From an optimization exercise on the open Yosys and OpenROAD flow, aimed at small area, a short achievable clock period and few clock cycles; shortcuts taken in it are not production practice.
Where RTL was checked, it was by simulation tests only, not by an equivalence proof against the original.
Only the layout flow was run in run 1; the RTL was not checked for function there.

## flow/design.v (module list and top-level ports; edited modules follow where they fit)
// module brv32p_muldiv: 1448 lines
module brv32p_muldiv (
  input  logic        clk,
  input  logic        rst_n,
  input  logic        start,
  input  logic        hold,        
  input  logic [2:0]  op,          
  input  logic [31:0] a,           
  input  logic [31:0] b,           
  output logic [31:0] result,
  output logic        busy,
  output logic        valid        
);
  // ...
==> flow/flow/run.sh <==
#!/bin/bash
# Own flow: the standard layout, except that the synthesis maps the logic
# with an area-oriented ABC script (flow/abc_area.script) in place of ORFS's
# speed script. Everything else, registers included, is the standard synthesis:
# the same synth_recipe.tcl and ORFS synth.tcl, with only the abc call's script
# swapped. Timing is then repaired by the standard placement and CTS steps.
set -euo pipefail
W=$(pwd)
FLOWDIR=$(cd "$(dirname "${BASH_SOURCE[0]}")" && pwd)

# ORFS synth.tcl with the abc script replaced
sed "s#log_cmd abc {\*}\$abc_args#log_cmd abc {*}[lreplace \$abc_args 0 1 -script $FLOWDIR/abc_area.script]#" \
  "$FLOW_HOME/scripts/synth.tcl" > "$W/own_synth_body.tcl"
grep -q "abc_area.script" "$W/own_synth_body.tcl"
sed "s#source \$::env(SCRIPTS_DIR)/synth.tcl#source $W/own_synth_body.tcl#" \
  "$W/synth_recipe.tcl" > "$W/own_synth.tcl"
grep -q "own_synth_body.tcl" "$W/own_synth.tcl"

# standard.sh with the synthesis script swapped, for the synthesis step only
sed "s#SYNTH_SCRIPT=[^ ]*#SYNTH_SCRIPT=$W/own_synth.tcl#" "$W/standard.sh" > "$W/own_standard.sh"
grep -q "own_synth.tcl" "$W/own_standard.sh"

bash "$W/own_standard.sh" synth > "$W/synth_make.log" 2>&1
bash "$W/standard.sh" finish > "$W/finish_make.log" 2>&1
test -f "$W/out/final.def"
==> flow/flow/abc_area.script <==
strash
dch
map -a
topo
stime -c
==> flow/standard.sh <==
#!/bin/bash
# synth_recipe.tcl (not shown) runs the flow's synth.tcl, then flattens the netlist and writes it again
# the make line also repeats each setting of config.mk as NAME=value (left out here)
make -C /OpenROAD-flow-scripts/flow DESIGN_CONFIG=/design/flow/config.mk WORK_HOME=/design/flow/orfs CLKGATE_MAP_FILE= SYNTH_SCRIPT=/design/flow/synth_recipe.tcl "${@:-finish}"
==> flow/config.mk <==
export PLATFORM = sky130hd
export DESIGN_NAME = brv32p_muldiv
export DESIGN_NICKNAME = brv32p_muldiv
export VERILOG_FILES = /design/flow/design.v
export SDC_FILE = /design/flow/constraint.sdc
export NUM_CORES = 8
export LEC_CHECK = 0
export CAP_MARGIN = 20
export CORE_MARGIN = 2
export CORE_UTILIZATION = 45
export PLACE_DENSITY = 0.6
export SETUP_SLACK_MARGIN = 3
export SLEW_MARGIN = 20
==> flow/constraint.sdc <==
create_clock -name core_clock -period 16.0 [get_ports {clk}]
set_input_delay 3.2000 -clock core_clock [delete_from_list [all_inputs] [get_ports {clk}]]
set_output_delay 3.2000 -clock core_clock [all_outputs]
set_load 0.01 [all_outputs]
==> run summary, run 1 <==
outcome: finished clean
TNS Setup: 0 ns
Synth Warn #: 1
fraction of the mapped netlist area in adder cells: 33.0%
multi-input combinational area share: 72.4%
CTS resizes: 1,273
Buf/Inv on CP: 9
chip width: 302 um
Core ar.: 88,200 sq um
Initial DRC Count: 5,655
crit path launch: a[21]
placed inst area: 44,400 sq um
largest family of logic cells by synthesized area: adder cells
via count: 45,700
final hold slack: 0.457 ns
Slew Viols, Final: 0
GRT Total Usage: 44.5%
Synth Area in Compound Gates: 23.5%
biggest regs: dv_r (36), rem_r (32), quo_r (30)
RR Startpoint: rem_r[0]$_DFFE_PP_
Crit path depth: 26
grt total ovfl: 0
drt drc: 0
Final non-clock buffer share: 11.5%
die area: 91,200 sq um
Synth area leaders: fa_1 23%, xor2_1 16%, ha_1 9.8%
Worst Path Required: 12.80 ns
CP Class: input pin to output pin
Synth Flop Type: edfxtp_1
#MultiIn Comb: 4,307
Seq area share: 5.54%
synthesized area: 39,900 sq um
Slew @ Worst Pin: 1.32 ns
Critical Path Start Type: input pin
WHS Path Cells: 2
largest net degree at the start of global routing: 85
design area: 52,500 sq um
initial core utilization: 45.3%
M3 GR Usage: 13.9%
Tmin final: 13.35 ns
==> inputs of run 2 (changes only) <==
--- a/flow/design.v
+++ b/flow/design.v
@@ -1420,29 +1420,21 @@
     logic        ng;
     logic [31:0] sel;
     sel = div_rem ? rem_2 : quo_2;
     ng  = div_rem ? neg_r : neg_q;
     div_result = (sel ^ {32{ng}}) + {31'd0, ng};
   end
   logic [31:0] fast_result;
   assign fast_result = op[1] ? a : {32{b_zero}};
+  logic [31:0] mul_result;
+  assign mul_result = (op[1:0] == 2'b00) ? prod[31:0] : prod[63:32];
   always_comb begin
-    valid  = 1'b0;
-    busy   = 1'b0;
-    result = 32'b0;
-    if (start) begin
-      if (div_active) begin
-        valid  = div_last;
-        busy   = !div_last;
-        result = div_result;
-      end else if (!is_div_op) begin
-        valid  = 1'b1;
-        result = (op[1:0] == 2'b00) ? prod[31:0] : prod[63:32];
-      end else if (div_fast) begin
-        valid  = 1'b1;
-        result = fast_result;
-      end else begin
-        busy   = 1'b1;
-      end
-    end
+    if (div_active)
+      result = div_result;
+    else if (is_div_op)
+      result = fast_result;
+    else
+      result = mul_result;
+    valid = start & (div_active ? div_last : (!is_div_op || div_fast));
+    busy  = start & (div_active ? !div_last : (is_div_op && !div_fast));
   end
 endmodule
==> flow/flow/run.sh (replaced) <==
#!/bin/bash
# Own flow: the standard layout, except that the synthesis maps the logic
# with an area-oriented ABC script (flow/abc_area.script) in place of ORFS's
# speed script. Everything else, registers included, is the standard synthesis:
# the same synth_recipe.tcl and ORFS synth.tcl, with only the abc call's script
# swapped. Timing is then repaired by the standard placement and CTS steps.
# Port buffers are buf_2 cells instead of ORFS's default pick.
set -euo pipefail
W=$(pwd)
FLOWDIR=$(cd "$(dirname "${BASH_SOURCE[0]}")" && pwd)

# ORFS synth.tcl with the abc script replaced
sed "s#log_cmd abc {\*}\$abc_args#log_cmd abc {*}[lreplace \$abc_args 0 1 -script $FLOWDIR/abc_area.script]#" \
  "$FLOW_HOME/scripts/synth.tcl" > "$W/own_synth_body.tcl"
grep -q "abc_area.script" "$W/own_synth_body.tcl"
sed "s#source \$::env(SCRIPTS_DIR)/synth.tcl#source $W/own_synth_body.tcl#" \
  "$W/synth_recipe.tcl" > "$W/own_synth.tcl"
grep -q "own_synth_body.tcl" "$W/own_synth.tcl"

# standard.sh with the synthesis script swapped, for the synthesis step only
sed "s#SYNTH_SCRIPT=[^ ]*#SYNTH_SCRIPT=$W/own_synth.tcl#" "$W/standard.sh" > "$W/own_standard.sh"
grep -q "own_synth.tcl" "$W/own_standard.sh"
# standard.sh whose port buffers are buf_2 cells (ORFS's default pick is a
# delay cell); every port still gets its buffer
sed "s#CLKGATE_MAP_FILE= #CLKGATE_MAP_FILE= BUFFER_PORTS_ARGS=-buffer_cell\\\\ sky130_fd_sc_hd__buf_2 #" "$W/standard.sh" > "$W/own_finish.sh"
grep -q "BUFFER_PORTS_ARGS" "$W/own_finish.sh"

bash "$W/own_standard.sh" synth > "$W/synth_make.log" 2>&1
bash "$W/own_finish.sh" finish > "$W/finish_make.log" 2>&1
test -f "$W/out/final.def"
==> flow/flow/abc_area.script (replaced) <==
&get -n
&st
&dch
&nf -D 11000
&put
topo
stime -c
==> flow/config.mk (replaced) <==
export PLATFORM = sky130hd
export DESIGN_NAME = brv32p_muldiv
export DESIGN_NICKNAME = brv32p_muldiv
export VERILOG_FILES = /design/flow/design.v
export SDC_FILE = /design/flow/constraint.sdc
export NUM_CORES = 8
export LEC_CHECK = 0
export CAP_MARGIN = 20
export CORE_MARGIN = 2
export CORE_UTILIZATION = 45
export PLACE_DENSITY = 0.6
export SETUP_SLACK_MARGIN = 2
export SLEW_MARGIN = 20
==> run summary, run 2 <==
reg2reg path depth: 48 (was 106)
Synth Warn #: 1 (unchanged)
outcome: finished clean (unchanged)
drt drc: 0 (unchanged)
Hold/Removal Path Class: flop to flop (unchanged)
Max H-tree Level: 3 (unchanged)
number of buffers created by CTS: 9 (unchanged)
Mapped Cells: 4,817 (was 5,214)
DRT Pass-1 Iters: 9 (was 6)
clock buffer depth: 2 (unchanged)
Core ar.: 90,100 sq um (was 88,200 sq um)
first-pass GRT wire length: 271,000 um (was 298,000 um)
synthesized area: 40,900 sq um (was 39,900 sq um)
io pins: 105 (unchanged)
fmax: 72.3 MHz (was 74.9 MHz)
Fin. Hold Viols: 0 (unchanged)
Arrival @ worst endpoint: 10.64 ns (was 10.15 ns)
Synth Area in Compound Gates: 26.8% (was 23.5%)
Netlist cell types: 65 (was 47)
slowest stage delay, CP: 0.66 ns (was 0.64 ns)
cell mode on critical path: fa_1
largest net degree at the start of global routing: 75 (was 85)
most common cell after layout, fill and taps aside: a22oi_1 (was xor2_1)
CP max stage cell: fa_1 (was fa_2)
normalized max-slew margin: 33.6% (was 10.8%)
Setup crit end kind: output pin (unchanged)
max reg flops: 36 (unchanged)
Max Cap Violations: 0 (unchanged)
M3 GR Usage: 8.84% (was 13.9%)
Async SR Flop Fraction: 0.935% (unchanged)
Post-Synth XOR/XNOR Area: 17.6% (was 16.6%)
die area: 93,400 sq um (was 91,200 sq um)
Seq/Total Area, Yosys: 7.10% (was 7.28%)
vias in the first global route: 42,000 (was 44,600)
TritonCTS clock tree: yes (unchanged)
Buf/Inv on CP: 5 (was 9)
Tmin final: 13.84 ns (was 13.35 ns)
CP Class: input pin to output pin (unchanged)
Crit path depth: 25 (was 26)
most frequent cells in the layout: 524 x a22oi_1, 464 x fa_1, 439 x xor2_1, 438 x a21oi_1, 389 x nand2_1 (was 708 x xor2_1, 609 x clkinv_1, 528 x o22ai_1, 458 x nand2_1, 376 x buf_4)
multi-input logic area: 37,200 sq um (was 38,000 sq um)
clock latency (worst-skew pair): 0.39 ns (about the same)
initial antenna violation count: 8 (was 13)
Register Area: 2910 sq um (unchanged)
Port Buf Inserts: 104 (unchanged)
ANT nets after route: 0 (unchanged)
Max Clock Skew: 0.0181 ns (was 0.0176 ns)
RSZ-0062 raised after global routing: true (unchanged)
Vert. Die Dim: 306 um (was 302 um)
EDFF count, synth: 76 (unchanged)
CP Max Fanout: 24 (was 21)
fraction of the mapped netlist area in adder cells: 32.2% (was 33.0%)
Synth Flop Type: edfxtp_1 (unchanged)
Post-Route Utilization: 50.5% (was 59.5%)
post-synthesis simple-gate area fraction: 11.2% (was 12.0%)
Commonest cells post-synth: 524 x a22oi_1, 464 x fa_1, 442 x a21oi_1 (was 800 x clkinv_1, 728 x xor2_1, 586 x o22ai_1)
WHS Path Cells: 1 (was 2)
Top reg by flops: dv_r (unchanged)
CP top delay family: adder cells (unchanged)
Via density: 6.68 (was 6.50)
GR peak layer: met2 (unchanged)
fin nets: 5,990 (was 6,694)
cell taking the most area after synthesis: fa_1 (unchanged)
per-cell routed wire length: 29.0 um (was 29.7 um)
CTS hold repair buffers: 0 (unchanged)
Synth area leaders: fa_1 23%, a22oi_1 9.6%, ha_1 9.5% (was fa_1 23%, xor2_1 16%, ha_1 9.8%)
grt total ovfl: 0 (unchanged)
GR Layer Usage met1: 50.3% (was 52.3%)
CTS sink count: 107 (unchanged)
initial core utilization: 45.4% (was 45.3%)
routed wire length: 183,000 um (was 209,000 um)
biggest regs: dv_r (36), rem_r (32), quo_r (30) (unchanged)
post-synthesis mux area share: 1.88% (was 0%)
final setup fails: 0 (unchanged)
GRT Total Usage: 38.3% (was 44.5%)
area share of the largest cell type after synthesis: 22.7% (was 23.3%)
Slew Viols, Final: 0 (unchanged)
row count: 110 (was 109)
Layout area overhead: 11.2% (was 31.5%)
Slew @ Worst Pin: 0.990 ns (was 1.32 ns)
Synth Area per Inst: 8.50 sq um (was 7.66 sq um)
placer's final routability congestion estimate: 1.01 (was 1.12)
part of the cycle the worst path needs: 86.5% (was 83.4%)
layout cells sized above 1: 7.92% (was 24.3%)
Root Driver: clkbuf_16 (unchanged)
largest family of logic cells by synthesized area: adder cells (unchanged)
TNS Setup: 0 ns (unchanged)
flops & latches, synth: 107 (unchanged)
final hold slack: 0.493 ns (was 0.457 ns)
met2 Usage GRT: 59.3% (was 67.3%)
via count: 42,300 (was 45,700)
Worst Path Required: 12.80 ns (about the same)
chip width: 306 um (was 302 um)
r2r setup slk: 2.95 ns (was 3.59 ns)
Critical Path Start Type: input pin (unchanged)
most frequent cell after synthesis: a22oi_1 (was clkinv_1)
Mapped Nets: 5,663 (was 6,061)
Clock transition at path regs: 0.08 ns (was 0.09 ns)
fillers: 8,792 (was 8,007)
Initial DRC Count: 5,168 (was 5,655)
DP HPWL: 138,000 um (was 148,000 um)
## run 2: changes by cell type after synthesis, moves of 43 or more
| cell | previous run | this run |
|---|---|---|
| a22oi_1 | 17 | 524 |
| clkinv_1 | 800 | 351 |
| o21ai_0 | 407 | 315 |
| nand3_1 | 126 | 51 |
| a22o_1 | 0 | 43 |
| nor2_1 | 373 | 271 |
| xnor2_1 | 31 | 386 |
| nand2_1 | 516 | 391 |
| xor2_1 | 728 | 439 |
| o22ai_1 | 586 | 24 |
| mux2_1 | 0 | 48 |
## run 2: kinds of logic (layout without fill, tap and decap cells)
family,Yosys count,count (layout)
compound gates,1684,1685
xor+xnor,825,825
fa+ha+maj,775,775
buf+inv,351,681
flops,107,107
mux,71,71
other cells,1,4
simple gates,1003,1004
## run 2: area by class of cell
type / instances / area share [%]
antenna: 3 / 0.0165
tap: 1176 / 3.23
timing repair buffer: 314 / 5.04
clock inverter: 7 / 0.201
sequential: 107 / 6.39
clock buffer: 9 / 0.495
inverter: 351 / 2.90
multi-input combinational: 4361 / 81.7
## run 2: worst reg2reg max path, delay by kind of cell (launching register included)
family,cells,cell delay [ns]
flops,1,0.57
compound gates,25,6.16
mux,1,0.43
xor+xnor,1,0.15
simple gates,12,2.33
fa+ha+maj,4,1.61
buf+inv,5,1.52
## run 2: stage by stage
| step | cells | setup WS [ns] | area [sq um] |
|---|---|---|---|
| after floorplan | 4817 | 2.00 | 41000 |
| after global placement | 6258 | 0.773 | 44400 |
| after detailed placement | 6258 | 1.04 | 44400 |
| after CTS | 6287 | 1.92 | 45000 |
| after global routing | 6325 | 1.99 | 45500 |
| final | 6328 | 2.16 | 45500 |
## run 2: path summary, 6_finish.rpt
check	end	startpoint
worst max-delay path	result[29]	op[1]
worst min-delay path	quo_r[28]$_SDFFE_PP0P_	quo_r[28]$_SDFFE_PP0P_
worst max register to register	rem_r[15]$_DFFE_PP_	dv_r[17]$_DFFE_PP_
worst min register to register	quo_r[28]$_SDFFE_PP0P_	quo_r[28]$_SDFFE_PP0P_
max in group asynchronous	div_active$_DFFE_PN0P_	rst_n
min in group asynchronous	div_active$_DFFE_PN0P_	rst_n
## run 2: layer usage
layer | vias up | part of all wire [%]
met5 | - | 0.092
met4 | 12 | 5.9
met3 | 629 | 11
met2 | 2696 | 44
met1 | 20600 | 40
li1 | 18300 | -
## run 2: what timing repair did
| action | 4_1_cts | 5_1_grt |
|---|---|---|
| gates resized for setup | 28 | 55 |
| setup endpoints to repair | 24 | 55 |
| gates cloned | 1 | 1 |
| pin swaps | 3 | 8 |
| buffers inserted | 12 | 37 |
Testbench counts of run 2, summed over its fixed seeds: cycles 17,182.
==> inputs of run 3 (changes only) <==
--- a/flow/config.mk
+++ b/flow/config.mk
@@ -9,5 +9,5 @@
 export CORE_MARGIN = 2
 export CORE_UTILIZATION = 45
 export PLACE_DENSITY = 0.6
-export SETUP_SLACK_MARGIN = 2
+export SETUP_SLACK_MARGIN = 2.5
 export SLEW_MARGIN = 20
==> run summary, run 3 <==
CP Class: input pin to output pin (unchanged)
layout cells sized above 1: 11.2% (was 7.92%)
Hold/Removal Path Class: flop to flop (unchanged)
routed wire length: 192,000 um (was 183,000 um)
TritonCTS clock tree: yes (unchanged)
design area: 47,400 sq um (was 45,500 sq um)
chip width: 306 um (unchanged)
Synth Area in Compound Gates: 26.8% (unchanged)
cell taking the most area after synthesis: fa_1 (unchanged)
r2r endpoint: rem_r[3]$_DFFE_PP_ (was rem_r[15]$_DFFE_PP_)
part of the cycle the worst path needs: 85.0% (was 86.5%)
Worst Path Required: 12.80 ns (about the same)
Max Cap Violations: 0 (unchanged)
Vert. Die Dim: 306 um (unchanged)
reg2reg path depth: 50 (was 48)
most frequent cell after synthesis: a22oi_1 (unchanged)
final hold slack: 0.484 ns (was 0.493 ns)
Seq/Total Area, Yosys: 7.10% (unchanged)
row count: 110 (unchanged)
fillers: 8,671 (was 8,792)
Synth Area per Inst: 8.50 sq um (unchanged)
final setup fails: 0 (unchanged)
fraction of the mapped netlist area in adder cells: 32.2% (unchanged)
DP HPWL: 138,000 um (about the same)
Mapped Nets: 5,663 (unchanged)
flops & latches, synth: 107 (unchanged)
Slew Viols, Final: 0 (unchanged)
Commonest cells post-synth: 524 x a22oi_1, 464 x fa_1, 442 x a21oi_1 (unchanged)
Fin. Hold Viols: 0 (unchanged)
max reg flops: 36 (unchanged)
post-synthesis mux area share: 1.88% (unchanged)
biggest regs: dv_r (36), rem_r (32), quo_r (30) (unchanged)
Core ar.: 90,100 sq um (unchanged)
ANT nets after route: 0 (unchanged)
Synth area leaders: fa_1 23%, a22oi_1 9.6%, ha_1 9.5% (unchanged)
Synth Flop Type: edfxtp_1 (unchanged)
Max H-tree Level: 3 (unchanged)
Critical Path Start Type: input pin (unchanged)
number of buffers created by CTS: 9 (unchanged)
clock latency (worst-skew pair): 0.39 ns (about the same)
Initial DRC Count: 5,108 (was 5,168)
Clock transition at path regs: 0.08 ns (about the same)
EDFF count, synth: 76 (unchanged)
CTS sink count: 107 (unchanged)
via count: 42,900 (was 42,300)
end point of the critical path: result[25] (was result[29])
synthesized area: 40,900 sq um (unchanged)
area share of the largest cell type after synthesis: 22.7% (unchanged)
Setup crit end kind: output pin (unchanged)
normalized max-slew margin: 20.7% (was 33.6%)
CP Max Fanout: 10 (was 24)
TNS Setup: 0 ns (unchanged)
Netlist cell types: 65 (unchanged)
RSZ-0062 raised after global routing: true (unchanged)
most common cell after layout, fill and taps aside: a22oi_1 (unchanged)
Layout area overhead: 15.8% (was 11.2%)
RR Startpoint: dv_r[9]$_DFFE_PP_ (was dv_r[17]$_DFFE_PP_)
r2r setup slk: 3.40 ns (was 2.95 ns)
Port Buf Inserts: 104 (unchanged)
die area: 93,400 sq um (unchanged)
Synth Warn #: 1 (unchanged)
Top reg by flops: dv_r (unchanged)
Slew @ Worst Pin: 1.19 ns (was 0.990 ns)
fin nets: 6,078 (was 5,990)
initial core utilization: 45.4% (unchanged)
largest family of logic cells by synthesized area: adder cells (unchanged)
Via density: 6.69 (was 6.68)
most frequent cells in the layout: 522 x a22oi_1, 460 x fa_1, 436 x xor2_1, 423 x a21oi_1, 382 x xnor2_1 (was 524 x a22oi_1, 464 x fa_1, 439 x xor2_1, 438 x a21oi_1, 389 x nand2_1)
placed inst area: 44,400 sq um (about the same)
fmax: 73.5 MHz (was 72.3 MHz)
Root Driver: clkbuf_16 (unchanged)
grt total ovfl: 0 (unchanged)
Max Clock Skew: 0.0113 ns (was 0.0181 ns)
Mapped Cells: 4,817 (unchanged)
Async SR Flop Fraction: 0.935% (unchanged)
placer's final routability congestion estimate: 0.998 (was 1.01)
CTS hold repair buffers: 0 (unchanged)
clock buffer depth: 2 (unchanged)
DRT Pass-1 Iters: 6 (was 9)
per-cell routed wire length: 30.0 um (was 29.0 um)
first-pass GRT wire length: 275,000 um (was 271,000 um)
crit path launch: b[8] (was op[1])
largest net degree at the start of global routing: 75 (unchanged)
Post-Synth XOR/XNOR Area: 17.6% (unchanged)
outcome: finished clean (unchanged)
initial antenna violation count: 9 (was 8)
vias in the first global route: 42,300 (was 42,000)
drt drc: 0 (unchanged)
io pins: 105 (unchanged)
Tmin final: 13.61 ns (was 13.84 ns)
post-synthesis simple-gate area fraction: 11.2% (unchanged)
Arrival @ worst endpoint: 10.41 ns (was 10.64 ns)
GRT Total Usage: 39.2% (was 38.3%)
==> run 3: repair_timing <==
item,in CTS,in global routing
gates cloned,6,12
pin swaps,15,49
setup endpoints to repair,65,61
buffers inserted,45,79
gates resized for setup,109,177
==> run 3: worst min path at each step <==
stage / endpoint / cells after the start / slack [ns] / start
3_3_place_gp: quo_r[29]$_SDFFE_PP0P_ / 1 / 0.46 / quo_r[29]$_SDFFE_PP0P_
5_1_grt: quo_r[28]$_SDFFE_PP0P_ / 1 / 0.51 / quo_r[28]$_SDFFE_PP0P_
3_5_place_dp: quo_r[27]$_SDFFE_PP0P_ / 1 / 0.46 / quo_r[27]$_SDFFE_PP0P_
4_1_cts: quo_r[29]$_SDFFE_PP0P_ / 1 / 0.48 / quo_r[29]$_SDFFE_PP0P_
6_report: quo_r[29]$_SDFFE_PP0P_ / 1 / 0.48 / quo_r[29]$_SDFFE_PP0P_
2_1_floorplan: quo_r[26]$_SDFFE_PP0P_ / 1 / 0.44 / quo_r[26]$_SDFFE_PP0P_
==> run 3: routing by layer <==
| metal | global-route usage, % | part of all wire, % |
|---|---|---|
| met1 | 49.5 | 38 |
| met2 | 62.3 | 44 |
| met3 | 8.64 | 11 |
| met4 | 21.2 | 7.4 |
| met5 | 0 | 0.023 |
==> run 3: logic make-up (layout without fill, tap and decap cells) <==
family	after synthesis	count (layout)
compound gates	1684	1686
simple gates	1003	1006
xor+xnor	825	825
fa+ha+maj	775	775
buf+inv	351	766
flops	107	107
mux	71	71
other cells	1	6
==> run 3: final cells by class <==
cell class | instances | area (sq um) | share of cell area [%]
multi-input combinational | 4364 | 37900 | 79.9
timing repair buffer | 398 | 3490 | 7.36
sequential | 107 | 2910 | 6.13
tap | 1176 | 1470 | 3.10
inverter | 351 | 1330 | 2.80
clock buffer | 9 | 225 | 0.475
clock inverter | 7 | 90.1 | 0.190
antenna | 5 | 12.5 | 0.0264
timing repair inverter | 1 | 8.76 | 0.0185
==> run 3: critical path: stages <==
cell,delay [ns]
clkbuf_4,0.22
ha_4,0.24
nor2b_4,0.62
xor2_1,0.30
fa_1,0.50
fa_1,0.50
fa_1,0.42
fa_1,0.47
fa_1,0.53
fa_1,0.54
clkinv_1,0.08
ha_2,0.36
a21oi_2,0.18
o21ai_0,0.16
a21oi_1,0.29
o41ai_4,0.17
a31oi_2,0.29
o21ai_1,0.17
a21oi_1,0.23
xor2_1,0.29
o21ai_1,0.14
nand2_2,0.20
o31ai_1,0.13
buf_2,0.18
==> run 3: through the flow <==
stage	utilization (%)	setup slack, ns	cells
detailed placement	49.3	1.38	6255
global placement	49.3	1.43	6255
floorplan	-	2.51	4817
CTS	50.7	2.35	6322
global route	52.6	2.35	6415
finish	52.6	2.39	6418

-- re-timing with driven ports --
No port has a modelled driver above. Below, the same layouts with a new extraction and two added sets of constraints.
Step 1 assumes that a clkbuf_16 drives the clock port and a buf_2 every other input.
Step 2, shift: input delay + t, output delay - t, t = (earliest + latest rising clock arrival at the registers) / 2. This alone moves slack from input paths to output paths.
a / b / c = ideal / step 1 / step 2; a / b = the first two.
| run | t (ns) | setup WS [ns] | hold WS [ns] | worst setup path at the end | worst register clock-pin slew, ns |
|---|---|---|---|---|---|
| run 1 | 0.436 | 2.652 / 2.549 / 2.549 | 0.457 / 0.457 / 0.457 | input to output | 0.10 / 0.10 |
| run 2 | 0.438 | 2.165 / 2.095 / 2.095 | 0.493 / 0.493 / 0.493 | input to output | 0.09 / 0.09 |
| run 3 | 0.439 | 2.394 / 2.372 / 2.372 | 0.484 / 0.484 / 0.484 | input to output | 0.09 / 0.09 |
After both steps every run listed still meets setup and hold. For run 1, which loses most, drivers alone change the setup slack by -0.103 ns; drivers and shift together by -0.103 ns.
